From an optimization exercise on the open Yosys and OpenROAD flow, aimed at small area, a short achievable clock period and few clock cycles; shortcuts taken in it are not production practice.
Where RTL was checked, it was by simulation tests only, not by an equivalence proof against the original.
Only the layout flow was run in runs 1 and 2; the RTL was not checked for function there.

`design/flow/standard.sh`:
```
#!/bin/bash
# synth_recipe.tcl (not shown) runs the flow's synth.tcl, then flattens the netlist and writes it again
# the make line also repeats each setting of config.mk as NAME=value (left out here)
make -C /OpenROAD-flow-scripts/flow DESIGN_CONFIG=/design/flow/config.mk WORK_HOME=/design/flow/orfs CLKGATE_MAP_FILE= SYNTH_SCRIPT=/design/flow/synth_recipe.tcl "${@:-finish}"
```
`design/flow/design.v`:
```
module lcm
#(
    parameter DW = 8
)(
    input  logic[DW-1:0]      data_a   ,
    input  logic[DW-1:0]      data_b   ,
    output logic[DW*2-1:0]    lcm_o    ,
    output logic[DW-1:0]      gcd_o
);
    function automatic [7:0] odd_part(input [7:0] v);
        reg [7:0] t;
        begin
            t = v;
            if (t[3:0] == 4'd0) t = {4'd0, t[7:4]};
            if (t[1:0] == 2'd0) t = {2'd0, t[7:2]};
            if (t[0]   == 1'b0) t = {1'd0, t[7:1]};
            odd_part = t;
        end
    endfunction
    function automatic [15:0] stage(input [7:0] x, input [7:0] y,
                                    input integer w, input integer wxo);
        reg [7:0] d, u, m, yo;
        reg       s, bw;
        integer   i;
        begin
            bw = 1'b0;
            d  = 8'd0;
            for (i = 0; i < w; i = i + 1) begin
                d[i] = x[i] ^ y[i] ^ bw;
                bw   = (~x[i] & y[i]) | (~(x[i] ^ y[i]) & bw);
            end
            s = bw;                        
            m = 8'd0;
            for (i = 0; i < wxo; i = i + 1)
                m[i] = s ? x[i] : y[i];
            u = d ^ {8{s}};
            for (i = w; i < 8; i = i + 1) u[i] = 1'b0;
            if (w > 4 && d[3:0] == 4'd0) begin u = u >> 4; d = d >> 4; end
            if (w > 2 && d[1:0] == 2'd0) begin u = u >> 2; d = d >> 2; end
            if (d[0] == 1'b0)            begin u = u >> 1; end
            yo = y;
            for (i = 0; i < w; i = i + 1) yo[i] = u[i];
            yo[0] = u[0] | s;
            stage = {m, yo};
        end
    endfunction
    function automatic [2:0] gtab(input [3:0] xh, input [3:0] yh);
        begin
            gtab[0] = (yh[0] & ~yh[1] & ~yh[2] & ~yh[3] & ~xh[0] & ~xh[1] & xh[2] & ~xh[3])
                     | (yh[0] & ~xh[0] & xh[1] & xh[3])
                     | (~yh[0] & yh[1] & yh[3] & xh[0])
                     | (yh[0] & yh[1] & yh[2] & ~xh[0] & ~xh[1] & xh[2])
                     | (yh[1] & yh[3] & xh[2])
                     | (yh[0] & ~yh[1] & ~yh[2] & ~yh[3] & xh[0] & ~xh[1] & ~xh[2] & ~xh[3])
                     | (yh[0] & ~yh[1] & ~yh[2] & xh[0] & xh[1] & xh[2])
                     | (yh[0] & yh[1] & ~yh[2] & ~yh[3] & xh[0] & xh[1] & ~xh[2])
                     | (~yh[0] & ~yh[1] & yh[2] & ~yh[3] & xh[0] & ~xh[1] & ~xh[2] & ~xh[3])
                     | (~yh[0] & ~yh[1] & yh[2] & xh[0] & xh[1] & xh[2])
                     | (yh[0] & yh[2] & yh[3] & xh[0])
                     | (yh[0] & yh[1] & yh[2] & xh[0] & xh[1] & xh[2])
                     | (yh[0] & ~yh[1] & yh[2] & xh[0] & ~xh[1] & xh[2])
                     | (yh[0] & yh[1] & yh[2] & xh[0] & ~xh[1] & ~xh[2]);
            gtab[1] = (~yh[0] & yh[1] & ~yh[2] & ~yh[3] & ~xh[0] & xh[1] & ~xh[2] & ~xh[3])
                     | (yh[0] & yh[1] & xh[1] & xh[3])
                     | (~yh[0] & yh[1] & yh[2] & ~xh[0] & xh[1] & xh[2])
                     | (yh[0] & yh[1] & yh[2] & ~xh[0] & xh[1] & ~xh[2])
                     | (yh[2] & yh[3] & xh[1])
                     | (~yh[0] & yh[1] & ~yh[2] & xh[0] & xh[1] & xh[2])
                     | (~yh[0] & yh[1] & yh[3] & xh[0] & xh[1])
                     | (yh[0] & yh[1] & ~yh[2] & ~yh[3] & xh[0] & xh[1] & ~xh[2])
                     | (yh[0] & yh[1] & yh[2] & xh[0] & xh[1] & xh[2]);
            gtab[2] = (~yh[0] & ~yh[1] & yh[2] & ~xh[0] & ~xh[1] & xh[2])
                     | (yh[0] & ~yh[1] & yh[2] & xh[0] & ~xh[1] & xh[2])
                     | (~yh[0] & yh[1] & yh[2] & ~xh[0] & xh[1] & xh[2])
                     | (yh[0] & yh[1] & yh[2] & xh[0] & xh[1] & xh[2]);
        end
    endfunction
    function automatic [15:0] mul8(input [7:0] a, input [7:0] b);
        reg [15:0] acc;
        reg [7:0]  pp;
        reg        c, t;
        integer    i, j;
        begin
            acc = {8'd0, a & {8{b[0]}}};
            for (i = 1; i < 8; i = i + 1) begin
                pp = a & {8{b[i]}};
                c  = 1'b0;
                for (j = 0; j < 8; j = j + 1) begin
                    t        = acc[i+j] ^ pp[j] ^ c;
                    c        = (acc[i+j] & pp[j]) | (acc[i+j] & c) | (pp[j] & c);
                    acc[i+j] = t;
                end
                acc[i+8] = c;
            end
            mul8 = acc;
        end
    endfunction
    logic [7:0]  x, y, o, s, bs, r, q;
    logic [2:0]  k;
    logic        bw, qi, oi, rj;
    logic [15:0] st;
    always_comb begin
        x = odd_part(data_a);
        y = odd_part(data_b);
        st = stage(x, y, 8, 8); x = st[15:8]; y = st[7:0];
        st = stage(x, y, 8, 7); x = st[15:8]; y = st[7:0];
        st = stage(x, y, 7, 6); x = st[15:8]; y = st[7:0];
        st = stage(x, y, 6, 5); x = st[15:8]; y = st[7:0];
        if (~x[0])      o = y;
        else if (~y[0]) o = x;
        else            o = {4'd0, gtab(x[4:1], y[4:1]), 1'b1};
        s    = data_a | data_b;
        k[2] = (s[3:0] == 4'd0);
        if (k[2]) s = {4'd0, s[7:4]};
        k[1] = (s[1:0] == 2'd0);
        if (k[1]) s = {2'd0, s[7:2]};
        k[0] = (s[0] == 1'b0);
        gcd_o = o;
        if (k[0]) gcd_o = {gcd_o[6:0], 1'd0};
        if (k[1]) gcd_o = {gcd_o[5:0], 2'd0};
        if (k[2]) gcd_o = {gcd_o[3:0], 4'd0};
        bs = data_b;
        if (k[0]) bs = {1'd0, bs[7:1]};
        if (k[1]) bs = {2'd0, bs[7:2]};
        if (k[2]) bs = {4'd0, bs[7:4]};
        r = data_a;
        for (int i = 0; i < 8; i++) begin
            qi   = r[i];
            q[i] = qi;
            bw   = 1'b0;
            for (int j = i + 1; j < 8; j++) begin
                oi   = o[j-i] & qi;
                rj   = r[j];
                r[j] = rj ^ oi ^ bw;
                bw   = (~rj & oi) | (~(rj ^ oi) & bw);
            end
        end
        lcm_o = mul8(bs, q);
    end
endmodule
module lcm_top
#(
    parameter DW = 8
)(
    input  logic              clk      ,
    input  logic              rst_n    ,
    input  logic              start    ,
    input  logic[DW-1:0]      data_a   ,
    input  logic[DW-1:0]      data_b   ,
    output logic              done     ,
    output logic[DW*2-1:0]    lcm_o    ,
    output logic[DW-1:0]      gcd_o
);
    logic           busy  ;
    logic[DW*2-1:0] lcm_c ;
    logic[DW-1:0]   gcd_c ;
    logic[DW*3-1:0] r     ;
    lcm #(.DW(DW)) U_LCM (
        .data_a (r[DW-1:0]     ),
        .data_b (r[DW*2-1:DW]  ),
        .lcm_o  (lcm_c         ),
        .gcd_o  (gcd_c         )
    );
    always_ff @(posedge clk, negedge rst_n) begin
        if (!rst_n) begin
            busy <= 1'b0 ;
            done <= 1'b0 ;
        end
        else begin
            busy <= start ;
            done <= busy  ;
        end
    end
    always_ff @(posedge clk) begin
        if (start) r[DW*2-1:0] <= {data_b, data_a} ;
        else       r[DW*2-1:0] <= {lcm_c[DW-1:0], gcd_c} ;
        r[DW*3-1:DW*2] <= lcm_c[DW*2-1:DW] ;
    end
    assign gcd_o = r[DW-1:0] ;
    assign lcm_o = r[DW*3-1:DW] ;
endmodule
```
`design/flow/flow/run.sh`:
```
#!/bin/bash
# Own layout flow: the standard ORFS flow (standard.sh) with two changes
# to how the layout is made:
#  - the ABC script that maps the combinational logic to cells is an
#    area-oriented one (flow/abc_area.script) instead of ORFS's, which
#    sizes cells up for speed the design does not need;
#  - the port buffers are the smallest buffer, sky130_fd_sc_hd__buf_1.
# The registers, their names and cell types, the constraints, floorplan,
# power grid, tap cells, clock tree and routing are the standard flow's.
set -euo pipefail
W=$PWD
rm -rf "$W/scripts_own"
mkdir -p "$W/scripts_own"
cp -r "$FLOW_HOME/scripts/." "$W/scripts_own/"
cp "$W/flow/abc_area.script" "$W/scripts_own/abc_area.script"
export SCRIPTS_DIR="$W/scripts_own"
export BUFFER_PORTS_ARGS="-buffer_cell sky130_fd_sc_hd__buf_1"
bash "$W/standard.sh" finish > "$W/standard_flow.log" 2>&1
```
`design/flow/config.mk`:
```
export PLATFORM = sky130hd
export DESIGN_NAME = lcm_top
export DESIGN_NICKNAME = lcm_top
export VERILOG_FILES = /design/flow/design.v
export SDC_FILE = /design/flow/constraint.sdc
export NUM_CORES = 8
export LEC_CHECK = 0
export ABC_AREA = 1
export CAP_MARGIN = 20
export CORE_MARGIN = 2
export CORE_UTILIZATION = 40
export SLEW_MARGIN = 20
```
`design/flow/flow/abc_area.script`:
```
strash
dc2
dch -f
amap
topo
```
`design/flow/constraint.sdc`:
```
create_clock -name core_clock -period 820.0 [get_ports {clk}]
set_input_delay 164.0000 -clock core_clock [delete_from_list [all_inputs] [get_ports {clk}]]
set_output_delay 164.0000 -clock core_clock [all_outputs]
set_load 0.01 [all_outputs]
```
==> results.py, run 1 <==
metrics = {
    "cells_and_area": {
        "final_nets": 903,
        "layout_commonest_cell": "nor2_1",
        "area_growth_pct": 9.421,
        "utilization": 0.4514,
        "final_cell_mix": "nor2_1 (169), clkinv_1 (113), fa_1 (88)",
        "drive_above_1_share": 0.01031,
        "n_antenna_cell": 0,
        "postLayoutCellArea_mm2": 0.006002,
        "fin_cells": 952,
    },
    "sta": {
        "fin_setup_tns_ps": 0,
        "rsz0062_at_grt": "false",
        "hold_viol_final": 0,
        "slew_viol_final": 0,
        "setup_ws_ps": 655060,
        "tightest_slew_ps": 940.9,
        "fin_crit_ps": 164950,
        "setup_viol": 0,
        "fin_crit_sh": 0.2012,
        "whs_ps": 350.1,
        "fmax_ghz": 0.006063,
        "fin_skew_ps": 1.703,
        "slew-limit-headroom": 0.3661,
    },
    "detailed_routing": {
        "wirelength_mm": 15.38,
        "wl_per_cell_um": 16.16,
        "first_pass_iters": 5,
        "vias": 5410,
        "drtAntennaViolNets": 0,
        "drt_iter0_markers": 382,
        "via_per_inst": 5.683,
        "drc": 0,
    },
    "synthesis": {
        "ys_ff_latch": 26,
        "yosysSeqAreaShare": 0.09672,
        "avgSynthCellArea_um2": 7.566,
        "synth.area.top_cells": "fa_1 (32%), nor2_1 (12%), dfxtp_1 (8.8%), clkinv_1 (7.7%), a21oi_1 (4.9%)",
        "synth_top_cell_by_area": "fa_1",
        "ys.flop_type": "dfxtp_1",
        "synthArstFlopShare": 0.07692,
        "synth_top_cell_area_share": 0.3212,
        "yosysWarningCount": 2,
        "synth_cell_types": 41,
        "syn_inst": 725,
        "synth_edf_count": 0,
        "syn_nets": 851,
        "syn_area_mm2": 0.005485,
    },
    "critical_path": {
        "cp-start-kind": "register",
        "r2r_setup_slack_ps": 791020,
        "rr_worst_depth": 101,
        "reg2reg_from": "r[1]",
        "cp.arrival_ps": 940,
        "critPathMaxFanout": 6,
        "path_cells": "buf_1",
        "crit_buf_inv": 1,
        "crit_slowest_cell": "dfxtp_1",
        "criticalPathCategory": "reg2out",
        "worstSetupStartpoint": "r[7]",
        "critPathRequiredTime_ps": 656000,
        "max_stage_delay_ps": 500,
        "r2r-end": "r[22]",
        "cpLargestDelayFamily": "flip-flops",
        "worstSetupEndpointType": "output port",
    },
    "clocking": {
        "cts-resized-gates": 0,
        "post_cts_buffers": 0,
        "clk_pin_slew_ps": 70,
        "htreeDepth": 1,
        "cts_tree": "yes",
        "clock-root-buffer": "clkbuf_16",
        "clkLatencyLatePin_ps": 260,
        "cts_buffer_depth": 2,
        "cts_sinks": 26,
        "hold_buffers": 0,
        "numCtsBuffers": 3,
    },
    "hold_path": {
        "holdPathEnd": "done",
        "hold_path.class": "reg2reg",
        "hp-start": "busy",
        "hold_depth": 0,
    },
    "placed_design": {
        "dp.cells": 948,
        "dp_hpwl_mm": 13.13,
        "dp_slack_ps": 654970,
        "placed_area_mm2": 0.005897,
        "port_buffers": 43,
        "gp_congestion": 0.8606,
    },
    "floorplan": {
        "rows": 42,
        "die_y_um": 121.1,
        "ioPinCount": 44,
        "die_area_mm2": 0.01467,
        "core_mm2": 0.01330,
        "die_w_um": 121.1,
        "initial_utilization": 0.4126,
    },
    "global_route": {
        "grt-ovfl-total": 0,
        "track_usage": 0.2183,
        "antenna_found_initial": 0,
        "grt_pass1_wl_mm": 25.88,
        "grt_max_degree": 24,
        "grt_pass1_vias": 5315,
    },
    "job": {
        "drv_cap": 0,
    },
    "outcome": {
        "outcome": "finished clean",
    },
}
==> per-layer routing <==
| metal | vias to the layer above | part of all wire | track usage |
|---|---|---|---|
| li1 | 2635 | - | - |
| met1 | 2619 | 0.45 | 0.2988 |
| met2 | 133 | 0.50 | 0.3915 |
| met3 | 23 | 0.037 | 0.009398 |
| met4 | 0 | 0.014 | 0.03125 |
| met5 | - | 0 | 0 |
==> layout make-up <==
type | instances | area, um2
fillers | 1374 | 7293
flip-flops and latches | 26 | 530.5
inverters | 113 | 424.2
well taps | 176 | 220.2
clock buffers | 3 | 75.07
multi-input cells | 586 | 4531
repair buffers | 47 | 191.4
clock inverters | 1 | 30.03
==> registers in the layout, indices dropped and copies added, names as in the netlist <==
signal / count
done: 1
busy: 1
r: 24
==> kinds of logic (layout without fill, tap and decap cells) <==
| logic type | count (synthesis) | count (layout) | synth area share |
|---|---|---|---|
| compound gates | 213 | 213 | 0.2584 |
| fa+ha+maj | 107 | 107 | 0.3645 |
| buf+inv | 113 | 164 | 0.07733 |
| flops | 26 | 26 | 0.09672 |
| simple gates | 266 | 266 | 0.2030 |
==> how the worst max path moves through the flow <==
stage,to,slack (ps),cells after the start
final,gcd_o[7],655060,1
after floorplan,r[0],655490,3
after CTS,gcd_o[7],655060,1
after global routing,gcd_o[7],655030,1
after detailed placement,r[14],654970,4
after global placement,r[14],655000,4
==> synth_stat cells, types with 3 or more instances <==
library cell	number
nor2_1	169
or3_1	11
o32ai_1	7
ha_1	19
a21oi_1	54
o211ai_1	5
nor3_1	9
a22o_1	7
o21a_1	5
a221o_1	4
o21ai_0	35
o22ai_1	37
nor2b_1	3
a31oi_1	8
dfxtp_1	24
nand3_1	16
o32a_1	5
a211oi_1	6
o221ai_1	7
clkinv_1	113
fa_1	88
a222oi_1	3
or2_0	16
nand2_1	39
o22a_1	14
==> run 2: changes to the inputs <==
--- a/design/flow/design.v
+++ b/design/flow/design.v
@@ -162,18 +162,15 @@
         .gcd_o  (gcd_c         )
     );
     always_ff @(posedge clk, negedge rst_n) begin
-        if (!rst_n) begin
-            busy <= 1'b0 ;
-            done <= 1'b0 ;
-        end
-        else begin
-            busy <= start ;
-            done <= busy  ;
-        end
+        if (!rst_n) done <= 1'b0 ;
+        else        done <= busy ;
     end
     always_ff @(posedge clk) begin
-        if (start) r[DW*2-1:0] <= {data_b, data_a} ;
-        else       r[DW*2-1:0] <= {lcm_c[DW-1:0], gcd_c} ;
+        busy <= start ;
+    end
+    always_ff @(posedge clk) begin
+        if (busy) r[DW*2-1:0] <= {lcm_c[DW-1:0], gcd_c} ;
+        else      r[DW*2-1:0] <= {data_b, data_a} ;
         r[DW*3-1:DW*2] <= lcm_c[DW*2-1:DW] ;
     end
     assign gcd_o = r[DW-1:0] ;
==> design/flow/flow/run.sh (replaced) <==
#!/bin/bash
# Own layout flow: the standard ORFS flow (standard.sh), with these
# changes to how the layout is made:
#  - the ABC script that maps the combinational logic to cells is an
#    area-oriented one (flow/abc_area.script) instead of ORFS's, which
#    sizes cells up for speed the design does not need;
#  - after synthesis, flow/faflip.py picks for each full adder whether to
#    use it complemented (a full adder is self-dual), so that fewer
#    inverters sit between adders, and the logic around the adders is
#    mapped again (flow/remap.ys); adders and flip-flops keep their
#    instances, names and cell types. The new netlist is checked against
#    gcd/lcm on all 65536 operand pairs (flow/check_tb.sv) and is used
#    only if it passes;
#  - the port buffers are the smallest buffer, sky130_fd_sc_hd__buf_1;
#  - the clock tree is built from clkbuf_8 without dummy loads.
# Each tool's output goes to a log file in this folder.
set -euo pipefail
W=$PWD
LIB=$FLOW_HOME/platforms/sky130hd/lib/sky130_fd_sc_hd__tt_025C_1v80.lib
RES=$W/orfs/results/sky130hd/lcm_top/base
rm -rf "$W/scripts_own"
mkdir -p "$W/scripts_own"
cp -r "$FLOW_HOME/scripts/." "$W/scripts_own/"
cp "$W/flow/abc_area.script" "$W/scripts_own/abc_area.script"
export SCRIPTS_DIR="$W/scripts_own"
export BUFFER_PORTS_ARGS="-buffer_cell sky130_fd_sc_hd__buf_1"
export CTS_ARGS="-sink_clustering_enable -repair_clock_nets -buf_list sky130_fd_sc_hd__clkbuf_8 -dont_use_dummy_load"

bash "$W/standard.sh" synth > "$W/log_synth.log" 2>&1

# full adder polarity and a second mapping of the logic around the adders
cp "$RES/1_2_yosys.v" "$W/netlist_standard_synth.v"
DU=$(sed -n '/DONT_USE_CELLS/,/^$/p' "$FLOW_HOME/platforms/sky130hd/config.mk" | grep -o 'sky130_fd_sc_hd__[a-z0-9_]*' | sed 's/^/-dont_use /' | tr '\n' ' ')
if python3 "$W/flow/faflip.py" "$W/netlist_standard_synth.v" "$W/netlist_flip.v" > "$W/log_faflip.log" 2>&1; then
  sed -e "s|@LIB@|$LIB|g; s|@IN@|$W/netlist_flip.v|; s|@OUT@|$W/netlist_remap.v|; s|@TOP@|$FLOW_TOP|; s|@SCRIPT@|$W/flow/abc_area.script|; s|@DONTUSE@|$DU|" \
    "$W/flow/remap.ys" > "$W/remap_run.ys"
  if yosys -s "$W/remap_run.ys" > "$W/log_remap.log" 2>&1; then
    # exhaustive check of the new netlist (cells read as their liberty functions)
    mkdir -p "$W/check"
    yosys -p "read_liberty -ignore_miss_func $LIB; read_verilog $W/netlist_remap.v; hierarchy -top $FLOW_TOP; flatten; opt_clean; write_verilog -noattr $W/check/net.v" > "$W/log_check_yosys.log" 2>&1 \
    && (cd "$W/check" && verilator --binary --timing -Wno-fatal -Wno-lint -Wno-style --top-module exh_top -o sim "$W/flow/check_tb.sv" net.v > "$W/log_check_build.log" 2>&1) \
    && "$W/check/obj_dir/sim" > "$W/log_check_sim.log" 2>&1 || true
    if grep -q "EXHTOP errors=0" "$W/log_check_sim.log" 2>/dev/null; then
      cp "$W/netlist_remap.v" "$RES/1_2_yosys.v"
      rm -f "$RES/1_synth.odb" "$RES/1_synth.sdc"
      echo "using the remapped netlist" > "$W/log_choice.log"
    else
      echo "remapped netlist failed its check; using the standard one" > "$W/log_choice.log"
    fi
  fi
fi

bash "$W/standard.sh" finish > "$W/log_layout.log" 2>&1
==> design/flow/flow/check_tb.sv (new file) <==
module exh_top;
  logic clk=0, rst_n=0, start=0; logic [7:0] a,b; logic done; logic [15:0] l; logic [7:0] g;
  integer errs=0;
  lcm_top U(.clk(clk),.rst_n(rst_n),.start(start),.data_a(a),.data_b(b),.done(done),.lcm_o(l),.gcd_o(g));
  always #5 clk=~clk;
  function automatic logic [7:0] rg(input logic [7:0] a, input logic [7:0] b);
    logic [7:0] x,y,t; x=a;y=b; while(y!=0) begin t=x%y;x=y;y=t; end return x; endfunction
  initial begin
    repeat(2) @(negedge clk); rst_n=1; @(negedge clk);
    for (int i=0;i<65536;i++) begin
      a=i[7:0]; b=i[15:8]; start=1; @(negedge clk); start=0; a=$random; b=$random; @(negedge clk);
      if (!done || g!==rg(i[7:0],i[15:8]) || l!==((rg(i[7:0],i[15:8])==0)?16'd0:(16'(i[7:0]/rg(i[7:0],i[15:8]))*16'(i[15:8])))) begin errs++; if (errs<10) $display("ERR a=%0d b=%0d g=%0d l=%0d d=%b",i[7:0],i[15:8],g,l,done); end
    end
    $display("EXHTOP errors=%0d",errs); $finish;
  end
endmodule
==> design/flow/flow/faflip.py (new file) <==
#!/usr/bin/env python3
"""Full-adder polarity choice on a mapped sky130 netlist, ahead of a new
logic mapping.

A full adder is self-dual: FA(~a, ~b, ~c) = (~sum, ~cout). Synthesis
leaves inverters on some nets between adder cells (and between adders and
flip-flops). For every fa cell this picks whether to use it in the
complemented sense so that as few of those nets as possible need an
inverter; logic gates are taken as able to absorb an inversion for free
(the logic is mapped again afterwards). A cell used complemented gets an
inverter on each of its pins here, which leaves the function unchanged;
the new mapping then cancels inverter pairs and folds inverters into the
gates around.

usage: faflip2.py IN.v OUT.v
"""
import re, sys, random

INV_RE = re.compile(r'^sky130_fd_sc_hd__(clk)?inv_\d+$')
BUF_RE = re.compile(r'^sky130_fd_sc_hd__(clk)?buf_\d+$')
FA_RE = re.compile(r'^sky130_fd_sc_hd__fa_\d+$')
FIXED_RE = re.compile(r'^sky130_fd_sc_hd__(ha_\d+|df\w+|sdf\w+|edf\w+|dl\w+)$')
OUT_PINS = {'X', 'Y', 'Q', 'Q_N', 'SUM', 'COUT', 'HI', 'LO'}


def main(src, dst):
    text = open(src).read()
    m = re.search(r'\bmodule\s+(\S+)\s*\((.*?)\);(.*?)\bendmodule', text, re.S)
    body = m.group(3)
    cells = []
    for cm in re.finditer(r'^\s*(sky130_fd_sc_hd__\w+)\s+(\S+)\s*\((.*?)\);', body, re.M | re.S):
        pins = [(p, n.strip()) for p, n in re.findall(r'\.(\w+)\(([^()]*)\)', cm.group(3))]
        cells.append((cm.group(1), cm.group(2), pins, cm.start(), cm.end()))
    driver, loads = {}, {}
    for ci, (typ, nm, pins, s, e) in enumerate(cells):
        for p, n in pins:
            if p in OUT_PINS:
                driver[n] = (ci, p)
            else:
                loads.setdefault(n, []).append((ci, p))
    ports = set()
    for dm in re.finditer(r'^\s*(input|output)\s+(\[(\d+):(\d+)\]\s*)?(\S+?)\s*;', body, re.M):
        nm = dm.group(5)
        ports.add(nm)
        if dm.group(2):
            for i in range(min(int(dm.group(3)), int(dm.group(4))), max(int(dm.group(3)), int(dm.group(4))) + 1):
                ports.add('%s[%d]' % (nm, i))
                ports.add('%s [%d]' % (nm, i))
    assigned = set()
    for am in re.finditer(r'^\s*assign\s+(.*?);', body, re.M | re.S):
        assigned.add(am.group(1))

    fa = [ci for ci, c in enumerate(cells) if FA_RE.match(c[0])]
    kind = {}
    for ci, c in enumerate(cells):
        if FA_RE.match(c[0]):
            kind[ci] = 'fa'
        elif FIXED_RE.match(c[0]):
            kind[ci] = 'fixed'
        elif INV_RE.match(c[0]):
            kind[ci] = 'inv'
        elif BUF_RE.match(c[0]):
            kind[ci] = 'buf'
        else:
            kind[ci] = 'logic'

    # walk from every fa/fixed output through inverters/buffers to fa/fixed
    # inputs (and ports): each such connection is a polarity constraint.
    # constraints: (src_cell or None, dst_cell or None, parity)
    cons = []
    def walk(net, par, src):
        for lc, lp in loads.get(net, []):
            k = kind[lc]
            if k in ('inv', 'buf'):
                on = dict(cells[lc][2])[ 'Y' if k == 'inv' else 'X']
                walk(on, par ^ (k == 'inv'), src)
            elif k in ('fa', 'fixed'):
                cons.append((src, lc, par))
        if net in ports or any(net in a for a in assigned):
            cons.append((src, None, par))
    for ci in range(len(cells)):
        if kind[ci] in ('fa', 'fixed'):
            for p, n in cells[ci][2]:
                if p in OUT_PINS:
                    walk(n, 0, ci)
    # input ports straight into adders
    for n in list(loads):
        if n in ports and n not in driver:
            walk(n, 0, None)

    flip = {ci: 0 for ci in fa}
    def f(c):
        return flip.get(c, 0) if c is not None else 0
    by_cell = {}
    for i, (s, d, par) in enumerate(cons):
        for c in (s, d):
            if c in flip:
                by_cell.setdefault(c, []).append(i)
    def ccost(i):
        s, d, par = cons[i]
        return f(s) ^ f(d) ^ par
    start = sum(ccost(i) for i in range(len(cons)))
    best, best_flip = start, dict(flip)
    rnd = random.Random(7)
    order = list(flip)
    for restart in range(40):
        if restart:
            for c in order:
                flip[c] = best_flip[c] if rnd.random() > 0.25 else 1 - best_flip[c]
        improved = True
        while improved:
            improved = False
            rnd.shuffle(order)
            for c in order:
                cs = by_cell.get(c, [])
                before = sum(ccost(i) for i in cs)
                flip[c] ^= 1
                if sum(ccost(i) for i in cs) < before:
                    improved = True
                else:
                    flip[c] ^= 1
        t = sum(ccost(i) for i in range(len(cons)))
        if t < best:
            best, best_flip = t, dict(flip)
    flip = best_flip

    pre = 'flp'
    while re.search(r'\b_?%s\d' % pre, text):
        pre += 'x'
    out, pos, k, extra, wires = [], 0, 0, [], []
    for ci, (typ, nm, pins, s, e) in enumerate(cells):
        out.append(body[pos:s])
        pos = e
        if not flip.get(ci):
            out.append(body[s:e])
            continue
        pl = []
        for p, n in pins:
            w = '_%s%d_' % (pre, k)
            k += 1
            wires.append(w)
            pl.append('.%s(%s )' % (p, w))
            if p in OUT_PINS:     # cell drives ~n on w; n = ~w
                extra.append('  sky130_fd_sc_hd__inv_1 %s_i (.A(%s ), .Y(%s ));' % (w, w, n))
            else:                 # cell wants ~n on its pin
                extra.append('  sky130_fd_sc_hd__inv_1 %s_i (.A(%s ), .Y(%s ));' % (w, n, w))
        out.append('%s %s (%s);' % (typ, nm, ', '.join(pl)))
    out.append(body[pos:])
    newbody = ''.join('\n  wire %s;' % w for w in wires) + ''.join(out).rstrip() + '\n' + '\n'.join(extra) + '\n'
    open(dst, 'w').write(text[:m.start(3)] + newbody + text[m.end(3):])
    print('faflip2: %d full adders, %d flipped; adder-side inverters %d -> %d'
          % (len(fa), sum(flip.values()), start, best))


if __name__ == '__main__':
    main(sys.argv[1], sys.argv[2])
==> design/flow/flow/remap.ys (new file) <==
# Map the combinational logic of a synthesised netlist again, keeping its
# full/half adders and flip-flops (instances, names and cell types) as
# they are.
read_liberty -ignore_miss_func @LIB@
blackbox sky130_fd_sc_hd__fa_1 sky130_fd_sc_hd__fa_2 sky130_fd_sc_hd__fa_4 sky130_fd_sc_hd__ha_1 sky130_fd_sc_hd__ha_2 sky130_fd_sc_hd__ha_4 sky130_fd_sc_hd__dfxtp_1 sky130_fd_sc_hd__dfxtp_2 sky130_fd_sc_hd__dfxtp_4 sky130_fd_sc_hd__dfrtp_1 sky130_fd_sc_hd__dfrtp_2 sky130_fd_sc_hd__dfrtp_4 sky130_fd_sc_hd__conb_1
read_verilog @IN@
hierarchy -top @TOP@
flatten
opt_clean
opt -fast
abc -script @SCRIPT@ -liberty @LIB@ @DONTUSE@
opt_clean -purge
stat -liberty @LIB@
write_verilog -noattr -noexpr @OUT@
==> run 2 against run 1 <==
  * Utilization is 1.1 points lower
  * Clock skew is 4.4 ps higher
  * Via count is 2.0% lower
  * Cell count is 3.6% lower
  * Synthesized cell count is 4.6% lower
  * Hold slack better by 300 ps
  * Register-to-register slack worse by 560 ps
  * Maximum frequency hardly changed
  * Count of clock-buffer cells in the layout stayed put
  * Non-clock buffer count stayed put
  * Critical path type unchanged
  * Highest routed layer unchanged
==> results.py, run 2 <==
metrics = {
    "critical_path": {
        "crit_buf_inv": 1,
        "r2r_setup_slack_ps": 790460,
        "rr_worst_depth": 92,
        "cp-start-kind": "register",
        "cp.arrival_ps": 980,
        "reg2reg_from": "r[1]",
        "criticalPathCategory": "reg2out",
        "critPathRequiredTime_ps": 656000,
        "worstSetupStartpoint": "r[10]",
        "r2r-end": "r[22]",
        "critPathMaxFanout": 6,
        "crit_slowest_cell": "dfxtp_1",
        "cpLargestDelayFamily": "flip-flops",
        "worstSetupEndpointType": "output port",
        "path_cells": "buf_1",
        "max_stage_delay_ps": 490,
    },
    "floorplan": {
        "core_mm2": 0.01314,
        "initial_utilization": 0.4063,
        "die_w_um": 119.5,
        "die_y_um": 119.5,
        "rows": 42,
        "die_area_mm2": 0.01428,
        "ioPinCount": 44,
    },
    "clocking": {
        "cts_tree": "yes",
        "htreeDepth": 1,
        "hold_buffers": 0,
        "cts_buffer_depth": 2,
        "post_cts_buffers": 0,
        "cts_sinks": 26,
        "cts-resized-gates": 0,
        "clk_pin_slew_ps": 100,
        "clock-root-buffer": "clkbuf_8",
        "clkLatencyLatePin_ps": 290,
        "numCtsBuffers": 3,
    },
    "global_route": {
        "grt_pass1_vias": 5198,
        "grt-ovfl-total": 0,
        "grt_max_degree": 19,
        "track_usage": 0.2149,
        "antenna_found_initial": 0,
        "grt_pass1_wl_mm": 25.05,
    },
    "detailed_routing": {
        "drtAntennaViolNets": 0,
        "via_per_inst": 5.778,
        "wirelength_mm": 15.01,
        "vias": 5304,
        "first_pass_iters": 5,
        "wl_per_cell_um": 16.36,
        "drc": 0,
        "drt_iter0_markers": 341,
    },
    "cells_and_area": {
        "final_cell_mix": "nor2_1 (169), clkinv_1 (98), fa_1 (88)",
        "largest_reg_flops": 24,
        "top_register": "r",
        "reg_top3": "r x24, busy x1, done x1",
        "regArea_um2": 525.5,
        "postLayoutCellArea_mm2": 0.005791,
        "fin_cells": 918,
        "fillers": 1423,
        "layout_commonest_cell": "nor2_1",
        "area_growth_pct": 8.486,
        "drive_above_1_share": 0.009434,
        "final_nets": 870,
        "multi_input_area_mm2": 0.004444,
        "n_antenna_cell": 0,
    },
    "placed_design": {
        "placed_area_mm2": 0.005749,
        "gp_congestion": 0.9625,
        "dp.cells": 915,
        "dp_hpwl_mm": 12.54,
        "port_buffers": 43,
    },
    "synthesis": {
        "avgSynthCellArea_um2": 7.713,
        "syn_inst": 692,
        "yosysWarningCount": 2,
        "syn_area_mm2": 0.005338,
        "syn_nets": 818,
    },
    "sta": {
        "fin_crit_ps": 164980,
        "fin_crit_sh": 0.2012,
        "setup_viol": 0,
        "fin_skew_ps": 6.096,
        "slew-limit-headroom": 0.3724,
        "hold_viol_final": 0,
        "slew_viol_final": 0,
        "rsz0062_at_grt": "false",
        "tightest_slew_ps": 931.6,
        "fmax_ghz": 0.006061,
        "fin_setup_tns_ps": 0,
    },
    "hold_path": {
        "hold_depth": 0,
        "hold_path.class": "reg2reg",
        "hp-start": "busy",
        "holdPathEnd": "done",
    },
    "job": {
        "drv_cap": 0,
    },
    "outcome": {
        "outcome": "finished clean",
    },
}
## run 2: layout make-up
cell class                      instances  area share
Multi-Input combinational cell        568      0.7675
Sequential cell                        26     0.09075
Tap cell                              176     0.03803
Timing Repair Buffer                   47     0.03306
Inverter                               98     0.06353
Clock buffer                            3    0.007131
## run 2: how the worst max path moves through the flow
stage / to / cells after the start
after floorplan: lcm_o[2] / 0
after global placement: lcm_o[2] / 1
after detailed placement: lcm_o[2] / 1
after CTS: lcm_o[2] / 1
after global routing: lcm_o[2] / 1
final: lcm_o[2] / 1
## run 2: routing by layer
metal | GRT usage | routed length (um)
met2 | 0.3668 | 7361
met3 | 0.01901 | 630
met5 | 0 | 0
met4 | 0.05735 | 288
met1 | 0.2944 | 6734
## run 2: stage by stage
step / setup slack [ps] / utilization / hold WS [ps]
CTS: 655030 / 0.4408 / 652.8
global route: 654980 / 0.4408 / 658.0
finish: 655020 / 0.4408 / 645.4
detailed placement: 655350 / 0.4376 / 638.8
global placement: 655380 / 0.4376 / 639.1
floorplan: 655590 / - / 467.2
==> run 3: changes to the inputs <==
--- a/design/flow/design.v
+++ b/design/flow/design.v
@@ -169,8 +169,8 @@
         busy <= start ;
     end
     always_ff @(posedge clk) begin
-        if (busy) r[DW*2-1:0] <= {lcm_c[DW-1:0], gcd_c} ;
-        else      r[DW*2-1:0] <= {data_b, data_a} ;
+        if (start) r[DW*2-1:0] <= {data_b, data_a} ;
+        else       r[DW*2-1:0] <= {lcm_c[DW-1:0], gcd_c} ;
         r[DW*3-1:DW*2] <= lcm_c[DW*2-1:DW] ;
     end
     assign gcd_o = r[DW-1:0] ;
==> run 3 against run 2 <==
  * Still clean on timing, DRC and antenna
  * Sequential share of layout area barely moved
  * Maximum frequency fell by 0.36%
  * Critical path depth up 3
  * Register-to-register slack worse by 600 ps
  * Via count fell by 1.2%
  * Critical path type is now in2reg
==> results.py, run 3 <==
metrics = {
    "outcome": {
        "outcome": "finished clean",
    },
    "cells_and_area": {
        "final_cell_mix": "nor2_1 (170), clkinv_1 (95), fa_1 (88)",
        "largest_reg_flops": 24,
        "n_antenna_cell": 0,
        "area_growth_pct": 8.520,
        "top_register": "r",
        "drive_above_1_share": 0.009459,
        "final_nets": 868,
        "reg_top3": "r x24, busy x1, done x1",
        "layout_commonest_cell": "nor2_1",
    },
    "sta": {
        "slew_viol_final": 0,
        "hold_viol_final": 0,
        "setup_viol": 0,
        "rsz0062_at_grt": "false",
        "fin_skew_ps": 15.70,
        "slew-limit-headroom": 0.3945,
        "fmax_ghz": 0.006039,
        "tightest_slew_ps": 908.3,
        "fin_crit_ps": 165580,
        "fin_setup_tns_ps": 0,
        "fin_crit_sh": 0.2019,
    },
    "clocking": {
        "cts-resized-gates": 0,
        "cts_tree": "yes",
        "htreeDepth": 1,
        "cts_sinks": 26,
        "clk_pin_slew_ps": 90,
        "clock-root-buffer": "clkbuf_8",
        "numCtsBuffers": 3,
        "post_cts_buffers": 0,
        "hold_buffers": 0,
        "clkLatencyLatePin_ps": 280,
        "cts_buffer_depth": 2,
    },
    "floorplan": {
        "ioPinCount": 44,
        "die_w_um": 119.3,
        "rows": 42,
        "die_area_mm2": 0.01423,
        "die_y_um": 119.3,
        "core_mm2": 0.01309,
        "initial_utilization": 0.4063,
    },
    "synthesis": {
        "syn_nets": 816,
        "yosysWarningCount": 2,
        "syn_inst": 690,
        "avgSynthCellArea_um2": 7.705,
        "syn_area_mm2": 0.005316,
    },
    "critical_path": {
        "reg2reg_from": "r[1]",
        "crit_slowest_cell": "buf_1",
        "worstSetupEndpointType": "register",
        "critPathRequiredTime_ps": 820130,
        "cp-start-kind": "primary input",
        "max_stage_delay_ps": 660,
        "r2r-end": "r[22]",
        "rr_worst_depth": 93,
        "r2r_setup_slack_ps": 789860,
        "criticalPathCategory": "in2reg",
        "path_cells": "buf_1 -> clkinv_1 -> nand2_1 -> o311ai_0",
        "critPathMaxFanout": 20,
        "worstSetupEndpoint": "r[7]",
        "cp.arrival_ps": 165710,
        "worstSetupStartpoint": "start",
    },
    "placed_design": {
        "port_buffers": 43,
        "gp_congestion": 0.9437,
        "dp_hpwl_mm": 12.53,
    },
    "global_route": {
        "grtUsageMet2": 0.3714,
        "grt-busiest-layer": "met2",
        "grt_max_degree": 21,
        "track_usage": 0.2115,
        "grt_pass1_wl_mm": 24.55,
        "grt_util_met3": 0.01245,
        "grtUsageMet1": 0.2826,
        "antenna_found_initial": 0,
        "grt-ovfl-total": 0,
        "grt_pass1_vias": 5094,
    },
    "detailed_routing": {
        "wl_per_cell_um": 16.21,
        "vias": 5243,
        "drt_iter0_markers": 506,
        "drc": 0,
        "via_per_inst": 5.724,
        "wirelength_mm": 14.85,
        "first_pass_iters": 6,
        "drtAntennaViolNets": 0,
    },
    "hold_path": {
        "hold_path.class": "reg2reg",
    },
    "job": {
        "drv_cap": 0,
    },
}
[run 3: cell count changes in the layout (fill, tap and decap cells not counted), moves of 3 or more]
cell,before,now
a221oi_1,3,0
a22oi_1,1,4
a31oi_1,13,9
clkinv_1,98,95
o21ai_0,36,40
o221ai_1,11,14
o22a_1,12,15
o22ai_1,58,52
or3_1,5,8
xor2_1,3,0
[run 3: routing by layer]
metal	vias up	share of wire
met2	121	0.49
li1	2556	-
met4	0	0.025
met1	2536	0.44
met3	30	0.042
met5	-	0
[run 3: worst max-delay path: cells and delay by family]
kind,cells,cell delay (ps)
compound gates,1,170
simple gates,1,310
buf+inv,2,1220
[run 3: cell type report]
class                      instances  area [um2]
inverter                          95       356.6
multi-input combinational        569        4434
timing repair buffer              47       191.4
sequential                        26       525.5
fill                            1380        7316
clock buffer                       3       41.29
tap                              176       220.2
[run 3: metrics by stage]
stage,area (um2),utilization,hold WS (ps),worst slack (ps),cells
floorplan,5316,-,316.3,655370,690
global placement,5728,0.4378,318.9,654230,913
detailed placement,5728,0.4378,328.2,654190,913
CTS,5769,0.4409,341.0,654490,916
global route,5769,0.4409,349.6,654350,916
finish,5769,0.4409,338.3,654420,916
[run 3: worst min path at each step]
stage | from | endpoint | slack (ps) | cells past startpoint
floorplan | busy | done | 320 | 0
global placement | busy | done | 320 | 0
detailed placement | busy | done | 330 | 0
CTS | busy | done | 340 | 0
global route | busy | done | 350 | 0
finish | busy | done | 340 | 0
Testbench counts of run 3, summed over its fixed seeds: cycles 6,408.
==> run 4: changes to the inputs <==
--- a/design/flow/design.v
+++ b/design/flow/design.v
@@ -123,7 +123,7 @@
         if (k[0]) bs = {1'd0, bs[7:1]};
         if (k[1]) bs = {2'd0, bs[7:2]};
         if (k[2]) bs = {4'd0, bs[7:4]};
-        r = data_a;
+        r = bs;
         for (int i = 0; i < 8; i++) begin
             qi   = r[i];
             q[i] = qi;
@@ -135,7 +135,7 @@
                 bw   = (~rj & oi) | (~(rj ^ oi) & bw);
             end
         end
-        lcm_o = mul8(bs, q);
+        lcm_o = mul8(data_a, q);
     end
 endmodule
 module lcm_top
@@ -169,8 +169,8 @@
         busy <= start ;
     end
     always_ff @(posedge clk) begin
-        if (start) r[DW*2-1:0] <= {data_b, data_a} ;
-        else       r[DW*2-1:0] <= {lcm_c[DW-1:0], gcd_c} ;
+        if (busy) r[DW*2-1:0] <= {lcm_c[DW-1:0], gcd_c} ;
+        else      r[DW*2-1:0] <= {data_b, data_a} ;
         r[DW*3-1:DW*2] <= lcm_c[DW*2-1:DW] ;
     end
     assign gcd_o = r[DW-1:0] ;
--- a/design/flow/flow/run.sh
+++ b/design/flow/flow/run.sh
@@ -24,7 +24,7 @@
 cp "$W/flow/abc_area.script" "$W/scripts_own/abc_area.script"
 export SCRIPTS_DIR="$W/scripts_own"
 export BUFFER_PORTS_ARGS="-buffer_cell sky130_fd_sc_hd__buf_1"
-export CTS_ARGS="-sink_clustering_enable -repair_clock_nets -buf_list sky130_fd_sc_hd__clkbuf_8 -dont_use_dummy_load"
+export CTS_ARGS="-sink_clustering_enable -sink_clustering_size 30 -sink_clustering_max_diameter 400 -repair_clock_nets -buf_list sky130_fd_sc_hd__clkbuf_8 -dont_use_dummy_load"
 
 bash "$W/standard.sh" synth > "$W/log_synth.log" 2>&1
 
==> run 4 against run 3 <==
  * Clock skew fell by 4.2 ps
  * Die area fell by 0.61%
==> results.py, run 4 <==
metrics = {
    "floorplan": {
        "initial_utilization": 0.4136,
        "core_mm2": 0.01277,
        "die_area_mm2": 0.01414,
        "ioPinCount": 44,
        "die_w_um": 118.9,
        "die_y_um": 118.9,
        "rows": 41,
    },
    "synthesis": {
        "yosysWarningCount": 2,
        "syn_area_mm2": 0.005283,
        "avgSynthCellArea_um2": 7.656,
        "syn_inst": 690,
        "syn_nets": 816,
    },
    "critical_path": {
        "max_stage_delay_ps": 500,
        "path_cells": "buf_1",
        "cpLargestDelayFamily": "flip-flops",
        "crit_buf_inv": 1,
        "criticalPathCategory": "reg2out",
        "cp.arrival_ps": 990,
        "cp-start-kind": "register",
        "critPathRequiredTime_ps": 656000,
        "crit_slowest_cell": "dfxtp_1",
        "worstSetupEndpointType": "output port",
        "critPathMaxFanout": 7,
    },
    "global_route": {
        "grt_max_degree": 19,
        "track_usage": 0.2138,
        "antenna_found_initial": 0,
        "grt-ovfl-total": 0,
        "grt_pass1_vias": 5070,
        "grt_pass1_wl_mm": 24.87,
    },
    "detailed_routing": {
        "wl_per_cell_um": 16.48,
        "drtAntennaViolNets": 0,
        "wirelength_mm": 15.04,
        "drc": 0,
        "vias": 5332,
        "via_per_inst": 5.840,
        "first_pass_iters": 5,
        "drt_iter0_markers": 409,
    },
    "clocking": {
        "htreeDepth": 1,
        "cts_buffer_depth": 2,
        "post_cts_buffers": 0,
        "cts_sinks": 26,
        "cts-resized-gates": 0,
        "hold_buffers": 0,
        "numCtsBuffers": 3,
        "clock-root-buffer": "clkbuf_8",
        "cts_tree": "yes",
        "clk_pin_slew_ps": 100,
        "clkLatencyLatePin_ps": 270,
    },
    "cells_and_area": {
        "layout_commonest_cell": "nor2_1",
        "n_antenna_cell": 0,
        "reg_top3": "r x24, busy x1, done x1",
        "largest_reg_flops": 24,
        "fillers": 1305,
        "drive_above_1_share": 0.01350,
        "area_growth_pct": 8.835,
        "postLayoutCellArea_mm2": 0.005749,
        "fin_cells": 913,
        "top_register": "r",
        "final_nets": 869,
        "final_cell_mix": "nor2_1 (172), clkinv_1 (94), fa_1 (88)",
    },
    "sta": {
        "slew_viol_final": 0,
        "fin_crit_sh": 0.2012,
        "fmax_ghz": 0.006061,
        "fin_setup_tns_ps": 0,
        "tightest_slew_ps": 1010,
        "fin_crit_ps": 164990,
        "setup_viol": 0,
        "fin_skew_ps": 11.52,
        "hold_viol_final": 0,
        "rsz0062_at_grt": "false",
        "slew-limit-headroom": 0.3253,
    },
    "placed_design": {
        "port_buffers": 43,
        "gp_congestion": 0.9630,
        "dp_hpwl_mm": 12.76,
        "placed_area_mm2": 0.005708,
        "dp.cells": 910,
    },
    "hold_path": {
        "hold_path.class": "reg2reg",
    },
    "job": {
        "drv_cap": 0,
    },
    "outcome": {
        "outcome": "finished clean",
    },
}
[run 4: final cells by class]
| class | instances | area (um2) | area share |
|---|---|---|---|
| Timing Repair Buffer | 48 | 198.9 | 0.03460 |
| Tap cell | 172 | 215.2 | 0.03743 |
| Inverter | 94 | 352.8 | 0.06137 |
| Clock buffer | 3 | 41.29 | 0.007182 |
| Multi-Input combinational cell | 570 | 4415 | 0.7680 |
| Sequential cell | 26 | 525.5 | 0.09140 |
[run 4: final timing paths]
check / end / startpoint / cells past startpoint / slack [ps]
max in group asynchronous: done / rst_n / 1 / 656440
hold reg to reg: done / busy / 0 / 600
setup / recovery: lcm_o[0] / r[8] / 1 / 655010
setup reg to reg: r[22] / r[0] / 102 / 790210
min in group asynchronous: done / rst_n / 1 / 163460
hold / removal: done / busy / 0 / 600
[run 4: routing by layer]
layer / wire (um) / part of all wire / up-vias / global-route usage
li1: - / - / 2545 / -
met1: 6552 / 0.44 / 2581 / 0.2927
met2: 7421 / 0.49 / 179 / 0.3710
met3: 679 / 0.045 / 27 / 0.01102
met4: 388 / 0.026 / 0 / 0.05357
met5: 0 / 0 / - / 0
[run 4: metrics by stage]
step                      hold slack, ps  utilization  setup slack (ps)
after floorplan                    478.6            -            655570
after global placement             591.6       0.4469            655370
after detailed placement           611.7       0.4469            655340
after global routing               647.2       0.4501            654960
final                              600.4       0.4501            655010
after CTS                          613.8       0.4501            655030
Testbench counts of run 4, summed over its fixed seeds: cycles 6,408.
==> run 5: changes to the inputs <==
--- a/design/flow/config.mk
+++ b/design/flow/config.mk
@@ -6,7 +6,8 @@
 export NUM_CORES = 8
 export LEC_CHECK = 0
 export ABC_AREA = 1
-export CAP_MARGIN = 20
+export CAP_MARGIN = 0
 export CORE_MARGIN = 2
 export CORE_UTILIZATION = 40
-export SLEW_MARGIN = 20
+export GPL_TIMING_DRIVEN = 0
+export SLEW_MARGIN = 0
==> run 5 against run 4 <==
  * Sequential cell count did not move
  * Critical path depth unchanged
  * Die area did not move
  * Sequential share of layout area about the same
  * Critical path type unchanged
  * Global-route usage decreased by 0.80 points
  * Count of clock-buffer cells in the layout unchanged
==> results.py, run 5 <==
metrics = {
    "outcome": {
        "outcome": "finished clean",
    },
    "cells_and_area": {
        "utilization": 0.4496,
        "top_register": "r",
        "fillers": 1299,
        "drive_above_1_share": 0.01220,
        "reg_top3": "r x24, busy x1, done x1",
        "largest_reg_flops": 24,
        "fin_cells": 910,
        "final_nets": 866,
        "layout_commonest_cell": "nor2_1",
        "area_growth_pct": 8.716,
        "final_cell_mix": "nor2_1 (172), clkinv_1 (94), fa_1 (88)",
        "n_antenna_cell": 0,
        "postLayoutCellArea_mm2": 0.005743,
    },
    "sta": {
        "fin_skew_ps": 10.50,
        "setup_viol": 0,
        "fin_crit_ps": 165010,
        "slew-limit-headroom": 0.2718,
        "slew_viol_final": 0,
        "tightest_slew_ps": 1089,
        "fin_crit_sh": 0.2012,
        "hold_viol_final": 0,
        "fmax_ghz": 0.006060,
        "fin_setup_tns_ps": 0,
        "rsz0062_at_grt": "false",
        "whs_ps": 594.9,
    },
    "critical_path": {
        "cpLargestDelayFamily": "flip-flops",
        "cp.arrival_ps": 1010,
        "crit_slowest_cell": "dfxtp_1",
        "path_cells": "buf_1",
        "critPathRequiredTime_ps": 656000,
        "cp-start-kind": "register",
        "crit_buf_inv": 1,
        "max_stage_delay_ps": 510,
        "criticalPathCategory": "reg2out",
        "critPathMaxFanout": 7,
        "worstSetupEndpointType": "output port",
    },
    "floorplan": {
        "die_w_um": 118.9,
        "ioPinCount": 44,
        "die_y_um": 118.9,
        "core_mm2": 0.01277,
        "initial_utilization": 0.4136,
        "rows": 41,
        "die_area_mm2": 0.01414,
    },
    "global_route": {
        "track_usage": 0.2058,
        "grt_max_degree": 19,
        "grt_pass1_wl_mm": 24.30,
        "grt_pass1_vias": 5140,
        "antenna_found_initial": 0,
        "grt-ovfl-total": 0,
    },
    "placed_design": {
        "placed_area_mm2": 0.005695,
        "dp.cells": 907,
        "gp_congestion": 0.9714,
        "port_buffers": 43,
        "dp_hpwl_mm": 12.28,
    },
    "clocking": {
        "post_cts_buffers": 0,
        "clk_pin_slew_ps": 90,
        "clkLatencyLatePin_ps": 270,
        "htreeDepth": 1,
        "hold_buffers": 0,
        "cts_tree": "yes",
        "cts_sinks": 26,
        "cts_buffer_depth": 2,
        "cts-resized-gates": 0,
        "clock-root-buffer": "clkbuf_8",
        "numCtsBuffers": 3,
    },
    "detailed_routing": {
        "drc": 0,
        "vias": 5262,
        "wl_per_cell_um": 15.95,
        "via_per_inst": 5.782,
        "drtAntennaViolNets": 0,
        "drt_iter0_markers": 424,
        "first_pass_iters": 5,
        "wirelength_mm": 14.52,
    },
    "hold_path": {
        "hold_path.class": "reg2reg",
    },
    "synthesis": {
        "syn_area_mm2": 0.005283,
        "syn_nets": 816,
        "syn_inst": 690,
        "yosysWarningCount": 2,
        "avgSynthCellArea_um2": 7.656,
    },
    "job": {
        "drv_cap": 0,
    },
}
-- run 5: through the flow --
step	setup slack (ps)
global route	654950
CTS	655000
floorplan	655570
finish	654990
global placement	655350
detailed placement	655290
-- run 5: area by class of cell --
type,instances,area (um2),share of cell area
repair buffers,45,180.2,0.03137
clock buffers,3,41.29,0.007190
flip-flops and latches,26,525.5,0.09150
inverters,94,352.8,0.06144
well taps,172,215.2,0.03747
multi-input cells,570,4428,0.7710
-- run 5: per-layer routing --
layer,global-route usage,share of wire
met3,0.003352,0.046
met5,0,0
met1,0.2872,0.45
met2,0.3592,0.49
met4,0.04464,0.020
-- run 5: path summary, 6_finish.rpt --
kind	from	to	slack, ps	cells past startpoint
worst min-delay path	busy	done	590	0
worst min register to register	busy	done	590	0
max in group asynchronous	rst_n	done	656420	1
min in group asynchronous	rst_n	done	163480	1
worst max-delay path	r[8]	lcm_o[0]	654990	1
worst max register to register	r[0]	r[22]	790050	100
==> run 6: changes to the inputs <==
--- a/design/flow/flow/run.sh
+++ b/design/flow/flow/run.sh
@@ -12,8 +12,6 @@
 #    gcd/lcm on all 65536 operand pairs (flow/check_tb.sv) and is used
 #    only if it passes;
 #  - the port buffers are the smallest buffer, sky130_fd_sc_hd__buf_1;
-#  - the clock tree is built from clkbuf_8 without dummy loads.
-# Each tool's output goes to a log file in this folder.
 set -euo pipefail
 W=$PWD
 LIB=$FLOW_HOME/platforms/sky130hd/lib/sky130_fd_sc_hd__tt_025C_1v80.lib
==> run 6 against run 5 <==
  * Still clean on timing, DRC and antenna
  * Register-to-register slack is essentially flat
  * Design area is the same
  * Maximum frequency is the same
  * Worst setup slack is the same
  * Utilization is the same
  * Via count is the same
  * Cell count is the same
  * Sequential cell count is the same
  * Critical path type unchanged
==> results.py, run 6 <==
metrics = {
    "sta": {
        "slew-limit-headroom": 0.2718,
        "fin_setup_tns_ps": 0,
        "fmax_ghz": 0.006060,
        "setup_viol": 0,
        "rsz0062_at_grt": "false",
        "fin_crit_ps": 165010,
        "fin_skew_ps": 10.50,
        "slew_viol_final": 0,
        "hold_viol_final": 0,
        "tightest_slew_ps": 1089,
        "fin_crit_sh": 0.2012,
    },
    "clocking": {
        "clkLatencyLatePin_ps": 270,
        "cts-resized-gates": 0,
        "cts_sinks": 26,
        "clk_pin_slew_ps": 90,
        "cts_buffer_depth": 2,
        "clock-root-buffer": "clkbuf_8",
        "post_cts_buffers": 0,
        "htreeDepth": 1,
        "numCtsBuffers": 3,
        "cts_tree": "yes",
        "hold_buffers": 0,
    },
    "floorplan": {
        "die_w_um": 118.9,
        "rows": 41,
        "die_y_um": 118.9,
        "core_mm2": 0.01277,
        "ioPinCount": 44,
        "initial_utilization": 0.4136,
        "die_area_mm2": 0.01414,
    },
    "global_route": {
        "grt_pass1_vias": 5140,
        "grt-ovfl-total": 0,
        "grt_pass1_wl_mm": 24.30,
        "grt_max_degree": 19,
        "antenna_found_initial": 0,
        "track_usage": 0.2058,
    },
    "critical_path": {
        "crit_buf_inv": 1,
        "worstSetupEndpointType": "output port",
        "crit_slowest_cell": "dfxtp_1",
        "criticalPathCategory": "reg2out",
        "cpLargestDelayFamily": "flip-flops",
        "critPathRequiredTime_ps": 656000,
        "path_cells": "buf_1",
        "cp-start-kind": "register",
        "critPathMaxFanout": 7,
        "max_stage_delay_ps": 510,
        "cp.arrival_ps": 1010,
        "r2r_setup_slack_ps": 790050,
    },
    "detailed_routing": {
        "drc": 0,
        "drt_iter0_markers": 424,
        "vias": 5262,
        "drtAntennaViolNets": 0,
        "wirelength_mm": 14.52,
        "wl_per_cell_um": 15.95,
        "first_pass_iters": 5,
        "via_per_inst": 5.782,
    },
    "synthesis": {
        "syn_inst": 690,
        "syn_nets": 816,
        "avgSynthCellArea_um2": 7.656,
        "yosysWarningCount": 2,
        "syn_area_mm2": 0.005283,
    },
    "outcome": {
        "outcome": "finished clean",
    },
    "cells_and_area": {
        "utilization": 0.4496,
        "final_nets": 866,
        "largest_reg_flops": 24,
        "top_register": "r",
        "drive_above_1_share": 0.01220,
        "layout_commonest_cell": "nor2_1",
        "multi_input_area_mm2": 0.004428,
        "area_growth_pct": 8.716,
        "reg_top3": "r x24, busy x1, done x1",
        "fillers": 1299,
        "n_antenna_cell": 0,
        "final_cell_mix": "nor2_1 (172), clkinv_1 (94), fa_1 (88)",
        "regArea_um2": 525.5,
    },
    "placed_design": {
        "dp_hpwl_mm": 12.28,
        "port_buffers": 43,
        "gp_congestion": 0.9714,
    },
    "hold_path": {
        "hold_path.class": "reg2reg",
    },
    "job": {
        "drv_cap": 0,
    },
}
-- run 6: path summary, 6_finish.rpt --
check / cells past startpoint / to / from
hold reg to reg: 0 / done / busy
hold / removal: 0 / done / busy
max in group asynchronous: 1 / done / rst_n
min in group asynchronous: 1 / done / rst_n
setup reg to reg: 100 / r[22] / r[0]
setup / recovery: 1 / lcm_o[0] / r[8]
-- run 6: stage by stage --
stage	std cells	hold WS [ps]	setup slack, ps	instance area [um2]
2_1_floorplan	690	478.6	655570	5283
3_3_place_gp	905	577.4	655350	5659
3_5_place_dp	907	590.1	655290	5695
4_1_cts	910	591.4	655000	5737
5_1_grt	910	627.5	654950	5743
6_report	910	594.9	654990	5743
-- run 6: layout make-up --
type	instances	share of cell area
inverters	94	0.06144
multi-input cells	570	0.7710
clock buffers	3	0.007190
repair buffers	45	0.03137
well taps	172	0.03747
flip-flops and latches	26	0.09150
-- run 6: per-layer routing --
layer,GRT usage,up-vias,share of wire,routed length [um]
met5,0,-,0,0
met4,0.04464,0,0.020,289
met1,0.2872,2511,0.45,6491
met3,0.003352,28,0.046,668
met2,0.3592,181,0.49,7069
li1,-,2542,-,-
==> run 7: changes to the inputs <==
--- a/design/flow/flow/run.sh
+++ b/design/flow/flow/run.sh
@@ -12,6 +12,8 @@
 #    gcd/lcm on all 65536 operand pairs (flow/check_tb.sv) and is used
 #    only if it passes;
 #  - the port buffers are the smallest buffer, sky130_fd_sc_hd__buf_1;
+#  - the clock tree is built from clkbuf_8 without dummy loads.
+# Each tool's output goes to a log file in this folder.
 set -euo pipefail
 W=$PWD
 LIB=$FLOW_HOME/platforms/sky130hd/lib/sky130_fd_sc_hd__tt_025C_1v80.lib
@@ -22,7 +24,7 @@
 cp "$W/flow/abc_area.script" "$W/scripts_own/abc_area.script"
 export SCRIPTS_DIR="$W/scripts_own"
 export BUFFER_PORTS_ARGS="-buffer_cell sky130_fd_sc_hd__buf_1"
-export CTS_ARGS="-sink_clustering_enable -sink_clustering_size 30 -sink_clustering_max_diameter 400 -repair_clock_nets -buf_list sky130_fd_sc_hd__clkbuf_8 -dont_use_dummy_load"
+export CTS_ARGS="-sink_clustering_enable -sink_clustering_size 30 -sink_clustering_max_diameter 400 -repair_clock_nets -buf_list sky130_fd_sc_hd__clkbuf_16 -dont_use_dummy_load"
 
 bash "$W/standard.sh" synth > "$W/log_synth.log" 2>&1
 
==> run 7 against run 6 <==
  * Highest routed layer unchanged
  * Count of clock-buffer cells in the layout unchanged
  * Die area unchanged
  * Sequential share of layout area decreased by 0.054 points
  * Wire length increased by 0.70%
  * Utilization increased by 0.26 points
  * Hold slack improved by 1.6 ps
  * Sequential cell count unchanged
  * First-iteration DRC count decreased by 1.2%
==> results.py, run 7 <==
metrics = {
    "cells_and_area": {
        "area_growth_pct": 9.356,
        "top_register": "r",
        "fillers": 1297,
        "largest_reg_flops": 24,
        "final_cell_mix": "nor2_1 (172), clkinv_1 (94), fa_1 (88)",
        "drive_above_1_share": 0.01220,
        "reg_top3": "r x24, busy x1, done x1",
        "n_antenna_cell": 0,
        "layout_commonest_cell": "nor2_1",
        "final_nets": 866,
    },
    "floorplan": {
        "ioPinCount": 44,
        "core_mm2": 0.01277,
        "rows": 41,
        "die_area_mm2": 0.01414,
        "initial_utilization": 0.4136,
        "die_y_um": 118.9,
        "die_w_um": 118.9,
    },
    "sta": {
        "whs_ps": 596.5,
        "fin_crit_ps": 165000,
        "fmax_ghz": 0.006061,
        "slew-limit-headroom": 0.2823,
        "rsz0062_at_grt": "false",
        "hold_viol_final": 0,
        "fin_setup_tns_ps": 0,
        "fin_crit_sh": 0.2012,
        "fin_skew_ps": 6.168,
        "slew_viol_final": 0,
        "setup_viol": 0,
        "tightest_slew_ps": 1073,
    },
    "hold_path": {
        "hold_path.class": "reg2reg",
    },
    "critical_path": {
        "worstSetupEndpointType": "output port",
        "crit_buf_inv": 1,
        "path_cells": "buf_1",
        "critPathRequiredTime_ps": 656000,
        "cp.arrival_ps": 1000,
        "critPathMaxFanout": 7,
        "max_stage_delay_ps": 510,
        "cpLargestDelayFamily": "flip-flops",
        "crit_slowest_cell": "dfxtp_1",
        "cp-start-kind": "register",
        "criticalPathCategory": "reg2out",
    },
    "detailed_routing": {
        "wl_per_cell_um": 16.07,
        "first_pass_iters": 6,
        "wirelength_mm": 14.62,
        "via_per_inst": 5.767,
        "vias": 5248,
        "drtAntennaViolNets": 0,
        "drc": 0,
        "drt_iter0_markers": 419,
    },
    "clocking": {
        "cts-resized-gates": 0,
        "numCtsBuffers": 3,
        "clock-root-buffer": "clkbuf_16",
        "cts_buffer_depth": 2,
        "cts_tree": "yes",
        "clk_pin_slew_ps": 70,
        "post_cts_buffers": 0,
        "cts_sinks": 26,
        "clkLatencyLatePin_ps": 260,
        "htreeDepth": 1,
        "hold_buffers": 0,
    },
    "global_route": {
        "grt_pass1_vias": 5135,
        "antenna_found_initial": 0,
        "grt_pass1_wl_mm": 24.34,
        "grt-ovfl-total": 0,
        "track_usage": 0.2066,
        "grt_max_degree": 19,
    },
    "synthesis": {
        "syn_nets": 816,
        "avgSynthCellArea_um2": 7.656,
        "yosysWarningCount": 2,
        "syn_inst": 690,
        "syn_area_mm2": 0.005283,
    },
    "placed_design": {
        "port_buffers": 43,
        "gp_congestion": 0.9714,
        "dp_hpwl_mm": 12.28,
    },
    "outcome": {
        "outcome": "finished clean",
    },
    "job": {
        "drv_cap": 0,
    },
}
[run 7: per-stage QoR]
stage / util / worst slack, ps / area, um2 / std cells
global placement: 0.4430 / 655350 / 5659 / 905
detailed placement: 0.4459 / 655290 / 5695 / 907
floorplan: - / 655570 / 5283 / 690
CTS: 0.4518 / 655020 / 5771 / 910
finish: 0.4522 / 655010 / 5777 / 910
global route: 0.4522 / 654980 / 5777 / 910
[run 7: cell type report]
cell class                      count  area, um2  share of cell area
Inverter                           94      352.8             0.06108
Multi-Input combinational cell    570       4428              0.7665
Tap cell                          172      215.2             0.03725
Clock buffer                        3      75.07             0.01300
Sequential cell                    26      525.5             0.09097
Timing Repair Buffer               45      180.2             0.03119
[run 7: final timing paths]
path | from | endpoint | slack, ps | cells past startpoint
worst max-delay path | r[8] | lcm_o[0] | 655010 | 1
worst min-delay path | busy | done | 600 | 0
worst min register to register | busy | done | 600 | 0
worst max register to register | r[0] | r[22] | 790070 | 100
max in group asynchronous | rst_n | done | 656390 | 1
min in group asynchronous | rst_n | done | 163500 | 1
[run 7: metal layers]
layer  vias to the layer above  track usage  part of all wire
met5                         -            0                 0
met4                         0      0.04315             0.018
met3                        24     0.001916             0.044
met2                       180       0.3639              0.49
met1                      2503       0.2871              0.45
li1                       2541            -                 -

-- static timing again, ports no longer ideal --
Ports are ideal in the flow. The routed layouts listed here were re-timed in OpenROAD. Step 1: set_driving_cell puts a clkbuf_16 on clk and a buf_2 on each other input, an assumption about the parent block. Step 2 times the ports against the registers' clock, not the clock port: input delays grow and output delays shrink by t, the midpoint of the rising clock arrivals with the driver on. Three values: no drivers, after step 1, after step 2; two values: the first two.
| run | shift t [ns] | setup WS [ns] | hold slack, ns |
|---|---|---|---|
| run 1 | 0.290 | 655.055 / 655.023 / 654.961 | 0.350 / 0.350 / 0.350 |
| run 2 | 0.316 | 655.016 / 654.983 / 655.299 | 0.645 / 0.645 / 0.645 |
| run 3 | 0.298 | 654.423 / 654.417 / 654.120 | 0.338 / 0.338 / 0.338 |
| run 4 | 0.294 | 655.008 / 654.983 / 655.277 | 0.600 / 0.600 / 0.600 |
| run 5 | 0.285 | 654.991 / 654.971 / 655.256 | 0.595 / 0.595 / 0.595 |
| run 6 | 0.285 | 654.991 / 654.971 / 655.256 | 0.595 / 0.595 / 0.595 |
| run 7 | 0.281 | 655.005 / 654.978 / 655.259 | 0.597 / 0.597 / 0.597 |
After both steps setup and hold are still met in every run listed. The setup slack of run 3, which loses most, moves by -0.006 ns with the drivers and by -0.303 ns with both steps.
